This is an optimization exercise on Yosys and OpenROAD, whose aim is small area and a short achievable clock period, not a production implementation.
Where RTL was checked, it was by simulation tests only, not by an equivalence proof against the original.

==> garnet: inputs <==
==> flow/design.v (excerpt) <==
module convolution (
    input clk,
    input rst,
    input signed [15:0] x_in,
    output signed [31:0] y_out,
    output signed [31:0] y_out_t
);
Settings: LEC_CHECK=0, CAP_MARGIN=20, CORE_MARGIN=2, CORE_UTILIZATION=40, SLEW_MARGIN=20, SYNTH_HIERARCHICAL=1; clock period 15.0 ns.
run.sh (not shown) runs the stock make flow with config.mk's settings and CLKGATE_MAP_FILE= SYNTH_SCRIPT=/design/flow/synth_recipe.tcl, a recipe that flattens the netlist after the stock synthesis.
==> inputs of harbor, as changes to garnet <==
==> flow/flow/run.sh (new file) <==
#!/bin/bash
# Standard ORFS layout, with repair_timing asked to keep a larger setup margin
# than the clock period needs, so that it works on the paths that set the
# achieved period.  Constraints (constraint.sdc) are unchanged.
set -euo pipefail
export SETUP_SLACK_MARGIN=11.0
bash standard.sh finish > standard_finish.log 2>&1
==> flow/standard.sh (new file) <==
#!/bin/bash
# synth_recipe.tcl (not shown) runs the flow's synth.tcl, then flattens the netlist and writes it again
# the make line also repeats each setting of config.mk as NAME=value (left out here)
make -C /OpenROAD-flow-scripts/flow DESIGN_CONFIG=/design/flow/config.mk WORK_HOME=/design/flow/orfs CLKGATE_MAP_FILE= SYNTH_SCRIPT=/design/flow/synth_recipe.tcl "${@:-finish}"
removed: flow/run.sh
==> inputs of quartz, as changes to garnet <==
==> flow/flow/run.sh (new file) <==
#!/bin/bash
# Standard ORFS layout, with repair_timing asked to keep a larger setup margin
# than the clock period needs, so that it works on the paths that set the
# achieved period.  Constraints (constraint.sdc) are unchanged.
set -euo pipefail
export SETUP_SLACK_MARGIN=10.5
bash standard.sh finish > standard_finish.log 2>&1
==> flow/standard.sh (new file) <==
#!/bin/bash
# synth_recipe.tcl (not shown) runs the flow's synth.tcl, then flattens the netlist and writes it again
# the make line also repeats each setting of config.mk as NAME=value (left out here)
make -C /OpenROAD-flow-scripts/flow DESIGN_CONFIG=/design/flow/config.mk WORK_HOME=/design/flow/orfs CLKGATE_MAP_FILE= SYNTH_SCRIPT=/design/flow/synth_recipe.tcl "${@:-finish}"
removed: flow/run.sh
==> inputs of onyx, as changes to garnet <==
==> flow/flow/run.sh (new file) <==
#!/bin/bash
# Standard ORFS layout, with repair_timing asked to keep a larger setup margin
# than the clock period needs, so that it works on the paths that set the
# achieved period.  Constraints (constraint.sdc) are unchanged.
set -euo pipefail
export SETUP_SLACK_MARGIN=11.5
bash standard.sh finish > standard_finish.log 2>&1
==> flow/standard.sh (new file) <==
#!/bin/bash
# synth_recipe.tcl (not shown) runs the flow's synth.tcl, then flattens the netlist and writes it again
# the make line also repeats each setting of config.mk as NAME=value (left out here)
make -C /OpenROAD-flow-scripts/flow DESIGN_CONFIG=/design/flow/config.mk WORK_HOME=/design/flow/orfs CLKGATE_MAP_FILE= SYNTH_SCRIPT=/design/flow/synth_recipe.tcl "${@:-finish}"
removed: flow/run.sh
==> qor.yml <==
clk_latency_ns: 0.67
rr_worst_depth: 13
fin_crit_sh: 0.345
status: "timing/DRC/antenna clean"
fmax_mhz: 193
crit_cells: 13
clkbuf_count: 119
critPathBufInv: 1
critPathLaunch: "s0[14]$_DFF_PP0_"
fin_crit_ns: 5.18
inverters: 240
cp_common_cell: "fa_1"
endpoint: "y[30]$_DFF_PP0_"
fill_cells: 9124
relSlewSlack: 0.373
critPathMaxStageDelay_ns: 0.75
clk_share: 0.0608
-- figures above: garnet

==> qor.yml <==
cts.clk_slew.worst_paths_ns: 0.06
grt_max_degree: 96
fmax_mhz: 213
fin_crit_sh: 0.313
rr_worst_depth: 10
inverters: 241
relSlewSlack: 0.543
clk_latency_ns: 0.67
clkbuf_count: 121
fin_crit_ns: 4.69
critPathBufInv: 1
endpoint: "uc[18]$_DFF_PP0_"
clk_share: 0.0581
status: "timing/DRC/antenna clean"
fill_cells: 8737
-- figures above: harbor

==> qor.yml <==
status: "timing/DRC/antenna clean"
clk_share: 0.0559
fin_crit_sh: 0.311
critPathLaunch: "s0[15]$_DFF_PP0_"
critPathMaxStageDelay_ns: 0.55
clkbuf_count: 130
crit_cells: 9
fill_cells: 8926
cp_common_cell: "fa_1"
fmax_mhz: 214
inverters: 241
fin_crit_ns: 4.67
yosys.area.top_type_share: 0.471
-- figures above: quartz

==> qor.yml <==
inverters: 241
clk_latency_ns: 0.67
critPathMaxStageDelay_ns: 0.59
crit_cells: 10
fin_crit_sh: 0.313
status: "timing/DRC/antenna clean"
fmax_mhz: 213
clk_share: 0.0572
fin_crit_ns: 4.69
-- figures above: onyx

Function was not checked in any run of this note: the RTL went through the layout flow alone.

---

==> job 4535: inputs <==
Another version of the RTL of convolution (not shown whole).
export LEC_CHECK = 0
export CAP_MARGIN = 20
export CORE_MARGIN = 2
export CORE_UTILIZATION = 40
export CTS_CLUSTER_DIAMETER = 60
export CTS_CLUSTER_SIZE = 40
export SLEW_MARGIN = 20
export SYNTH_HIERARCHICAL = 1
create_clock -name core_clock -period 15.0 [get_ports {clk}]
standard.sh (not shown) runs the stock make flow with config.mk's settings and CLKGATE_MAP_FILE= SYNTH_SCRIPT=/design/flow/synth_recipe.tcl, a recipe that flattens the netlist after the stock synthesis.
==> flow/flow/run.sh <==
#!/bin/bash
# Standard ORFS layout, with repair_timing asked to keep a larger setup margin
# than the clock period needs, so that it works on the paths that set the
# achieved period.  Constraints (constraint.sdc) are unchanged.
set -euo pipefail
export SETUP_SLACK_MARGIN=10.8
bash standard.sh finish > standard_finish.log 2>&1
==> job 132: changes against job 4535 <==
--- a/flow/design.v
+++ b/flow/design.v
@@ -44,15 +44,15 @@
   reg [15:0] s36;
   reg [15:0] s37;
   reg [15:0] s38;
   reg [15:0] yt;
   reg [30:0] y;
   reg [24:0] v;
   reg [30:0] rs, rc;
-  reg ytc1, ytc2;    
+  reg ytn;    
   reg zr0_0;
   reg zr0_1;
   reg zr1_0;
   reg zr1_1;
   reg zr2_0;
   reg zr2_1;
   reg zr3_0;
@@ -135,15 +135,15 @@
   reg zv19_1;
   reg zv20_0;
   reg zv20_1;
   reg zv21_0;
   reg zv21_1;
   wire valid = ~&x_in;
   assign y_out = {y[30], y};
-  assign y_out_t = {{5{ytc2}}, {6{ytc1}}, {5{yt[15]}}, yt};
+  assign y_out_t = {{8{~ytn}}, {8{yt[15]}}, yt};
   wire n0 = ~s0[0];
   wire n1 = ~s0[1];
   wire n2 = ~s0[2];
   wire n3 = ~s0[0];
   wire n4 = ~s0[3];
   wire n5 = ~s0[1];
   wire n6 = ~s0[4];
@@ -2368,16 +2368,15 @@
       s33 <= 16'd0;
       s34 <= 16'd0;
       s35 <= 16'd0;
       s36 <= 16'd0;
       s37 <= 16'd0;
       s38 <= 16'd0;
       yt <= 16'd0;
-      ytc1 <= 1'b0;
-      ytc2 <= 1'b0;
+      ytn <= 1'b1;
       y <= 31'd0;
       rs <= 31'd0;
       rc <= 31'd0;
       v <= 25'd0;
       zr0_0 <= 1'b1;
       zr0_1 <= 1'b1;
       zr1_0 <= 1'b1;
@@ -2503,16 +2502,15 @@
       s33 <= s32;
       s34 <= s33;
       s35 <= s34;
       s36 <= s35;
       s37 <= s36;
       s38 <= s37;
       if (valid) yt <= s0;
-      ytc1 <= valid ? s0[15] : yt[15];
-      ytc2 <= valid ? s0[15] : ytc1;
+      if (valid) ytn <= ~s0[15];
       y <= y_next;
       v <= {v[23], n2187, n2184, n2183, n2177, n2166, n2165, n2146, n2134, n2122, n2110, n2098, n2086, n2074, n2062, n2050, n2038, n2026, n2014, n2002, n1999, n1989, n1975, n1967, n1961} + {n2188, n2186, n2185, n2178, n2172, n2171, n2156, n2155, n2145, n2133, n2121, n2109, n2097, n2085, n2073, n2061, n2049, n2037, n2025, n2013, n2001, n1987, n1977, n1969, n1963};
       rs <= {n1440, n1436, n1432, n1428, n1427, n1423, n1416, n1415, n1409, n1403, n1380, n1379, n1348, n1328, n1306, n1280, n1256, n1232, n1208, n1184, n1160, n1136, n1112, n1088, n1064, n1061, n1037, n1015, n995, n977, n965};
       rc <= {n1443, n1439, n1435, n1431, n1424, n1420, n1419, n1410, n1404, n1394, n1393, n1364, n1363, n1347, n1327, n1305, n1279, n1255, n1231, n1207, n1183, n1159, n1135, n1111, n1087, n1063, n1039, n1017, n997, n979, n963};
       zr0_0 <= n462;
       zr0_1 <= n502;
       zr1_0 <= n464;
==> flow/flow/run.sh (replaced) <==
#!/bin/bash
# Standard ORFS layout, with repair_timing asked to keep a larger setup margin
# than the clock period needs, so that it works on the paths that set the
# achieved period.  Constraints (constraint.sdc) are unchanged.
set -euo pipefail
export SETUP_SLACK_MARGIN=10.6
bash standard.sh finish > standard_finish.log 2>&1
Settings changed: CTS_CLUSTER_DIAMETER 60 to 80, CTS_CLUSTER_SIZE 40 to 28.
==> job 4759: changes against job 4535 <==
--- a/flow/design.v
+++ b/flow/design.v
@@ -44,15 +44,15 @@
   reg [15:0] s36;
   reg [15:0] s37;
   reg [15:0] s38;
   reg [15:0] yt;
   reg [30:0] y;
   reg [24:0] v;
   reg [30:0] rs, rc;
-  reg ytc1, ytc2;    
+  reg ytn;    
   reg zr0_0;
   reg zr0_1;
   reg zr1_0;
   reg zr1_1;
   reg zr2_0;
   reg zr2_1;
   reg zr3_0;
@@ -135,15 +135,15 @@
   reg zv19_1;
   reg zv20_0;
   reg zv20_1;
   reg zv21_0;
   reg zv21_1;
   wire valid = ~&x_in;
   assign y_out = {y[30], y};
-  assign y_out_t = {{5{ytc2}}, {6{ytc1}}, {5{yt[15]}}, yt};
+  assign y_out_t = {{8{~ytn}}, {8{yt[15]}}, yt};
   wire n0 = ~s0[0];
   wire n1 = ~s0[1];
   wire n2 = ~s0[2];
   wire n3 = ~s0[0];
   wire n4 = ~s0[3];
   wire n5 = ~s0[1];
   wire n6 = ~s0[4];
@@ -2368,16 +2368,15 @@
       s33 <= 16'd0;
       s34 <= 16'd0;
       s35 <= 16'd0;
       s36 <= 16'd0;
       s37 <= 16'd0;
       s38 <= 16'd0;
       yt <= 16'd0;
-      ytc1 <= 1'b0;
-      ytc2 <= 1'b0;
+      ytn <= 1'b1;
       y <= 31'd0;
       rs <= 31'd0;
       rc <= 31'd0;
       v <= 25'd0;
       zr0_0 <= 1'b1;
       zr0_1 <= 1'b1;
       zr1_0 <= 1'b1;
@@ -2503,16 +2502,15 @@
       s33 <= s32;
       s34 <= s33;
       s35 <= s34;
       s36 <= s35;
       s37 <= s36;
       s38 <= s37;
       if (valid) yt <= s0;
-      ytc1 <= valid ? s0[15] : yt[15];
-      ytc2 <= valid ? s0[15] : ytc1;
+      if (valid) ytn <= ~s0[15];
       y <= y_next;
       v <= {v[23], n2187, n2184, n2183, n2177, n2166, n2165, n2146, n2134, n2122, n2110, n2098, n2086, n2074, n2062, n2050, n2038, n2026, n2014, n2002, n1999, n1989, n1975, n1967, n1961} + {n2188, n2186, n2185, n2178, n2172, n2171, n2156, n2155, n2145, n2133, n2121, n2109, n2097, n2085, n2073, n2061, n2049, n2037, n2025, n2013, n2001, n1987, n1977, n1969, n1963};
       rs <= {n1440, n1436, n1432, n1428, n1427, n1423, n1416, n1415, n1409, n1403, n1380, n1379, n1348, n1328, n1306, n1280, n1256, n1232, n1208, n1184, n1160, n1136, n1112, n1088, n1064, n1061, n1037, n1015, n995, n977, n965};
       rc <= {n1443, n1439, n1435, n1431, n1424, n1420, n1419, n1410, n1404, n1394, n1393, n1364, n1363, n1347, n1327, n1305, n1279, n1255, n1231, n1207, n1183, n1159, n1135, n1111, n1087, n1063, n1039, n1017, n997, n979, n963};
       zr0_0 <= n462;
       zr0_1 <= n502;
       zr1_0 <= n464;
==> flow/run.sh (new file) <==
#!/bin/bash
# synth_recipe.tcl (not shown) runs the flow's synth.tcl, then flattens the netlist and writes it again
# the make line also repeats each setting of config.mk as NAME=value (left out here)
make -C /OpenROAD-flow-scripts/flow DESIGN_CONFIG=/design/flow/config.mk WORK_HOME=/design/flow/orfs CLKGATE_MAP_FILE= SYNTH_SCRIPT=/design/flow/synth_recipe.tcl finish
Settings changed: CTS_CLUSTER_DIAMETER 60 to 80, CTS_CLUSTER_SIZE 40 to 28.
removed: flow/flow/run.sh
removed: flow/standard.sh
==> flow_summary.yaml <==
synth:
  synthSimpleGateAreaFrac_pct: 1.596
  synthXorXnorAreaFrac_pct: 1.053
  syn_area_per_cell_um2: 17.21
  synth_top_area_share_pct: 44.66
status:
  status: "finished clean"
layout:
  nMultiInputCombCells: 1434
  nNonClkBuffers: 202
floorplanning:
  die_h_um: 339.2
drt:
  m1WireLength_um: 42250
place:
  dp_slack_ps: 8538
Source of the figures above: job 4535

==> flow_summary.yaml <==
synth:
  synth-adder-area-share_pct: 44.31
  synthSimpleGateAreaFrac_pct: 1.588
  synthXorXnorAreaFrac_pct: 1.053
  synth_top_area_share_pct: 44.58
  yosys-top-cells-count: "fa_1, dfrtp_1, inv_1, ha_1, nand2_1"
floorplanning:
  die_h_um: 339.1
grt:
  grt_usage_pct: 18.04
status:
  status: "finished clean"
drt:
  m1WireLength_um: 42410
sta:
  rsz0062_at_grt: "yes"
  finalWorstSetupSlack_ps: 10630
layout:
  nNonClkBuffers: 150
  nMultiInputCombCells: 1433
Source of the figures above: job 132

==> flow_summary.yaml <==
status:
  status: "finished clean"
layout:
  nNonClkBuffers: 97
  nMultiInputCombCells: 1433
  layout.nonclk_buf_share_pct: 1.959
clock_network:
  h-tree-depth: 2
drt:
  m1WireLength_um: 41100
place:
  placed_cells: 4159
  dp_slack_ps: 8173
synth:
  syn_area_per_cell_um2: 17.21
  synthSimpleGateAreaFrac_pct: 1.588
  synthXorXnorAreaFrac_pct: 1.053
floorplanning:
  die_h_um: 339.1
sta:
  finalHoldViolCount: 0
Source of the figures above: job 4759

No functional check of the RTL was part of job 132 and job 4759.

[static timing again, ports no longer ideal]
No port has a modelled driver above. Below, the same layouts with a new extraction and two added sets of constraints. Step 1 (the two cells are an assumption about what drives the block):
set clk [get_ports {clk}]
set_driving_cell -lib_cell sky130_fd_sc_hd__clkbuf_16 $clk
set_driving_cell -lib_cell sky130_fd_sc_hd__buf_2 [delete_from_list [all_inputs] $clk]
Step 2 times the ports against the registers' clock, not the clock port: input delays grow and output delays shrink by t, the midpoint of the rising clock arrivals with the driver on. Three values: no drivers, after step 1, after step 2; two values: the first two.
run	t (ns)	setup slack, ns	worst register clock-pin slew, ns	worst slew at a driven data input, ns	cell pins on the clock port's net
garnet	0.717	9.820 / 9.820 / 9.209	0.07 / 0.07	0.04	1
harbor	0.720	10.310 / 10.303 / 10.310	0.07 / 0.07	0.04	1
quartz	0.705	10.335 / 10.335 / 10.013	0.07 / 0.07	0.04	1
onyx	0.718	10.311 / 10.293 / 10.311	0.07 / 0.07	0.05	1
job 4535	0.716	10.687 / 10.621 / 10.314	0.11 / 0.11	0.03	1
job 132	0.695	10.627 / 10.562 / 9.989	0.11 / 0.11	0.05	1
job 4759	0.695	9.044 / 9.072 / 8.377	0.11 / 0.11	0.05	1
After both steps every run listed still meets setup and hold. The setup slack of job 4759, which loses most, moves by +0.028 ns with the drivers and by -0.667 ns with both steps. Setup slack includes reset recovery checks.
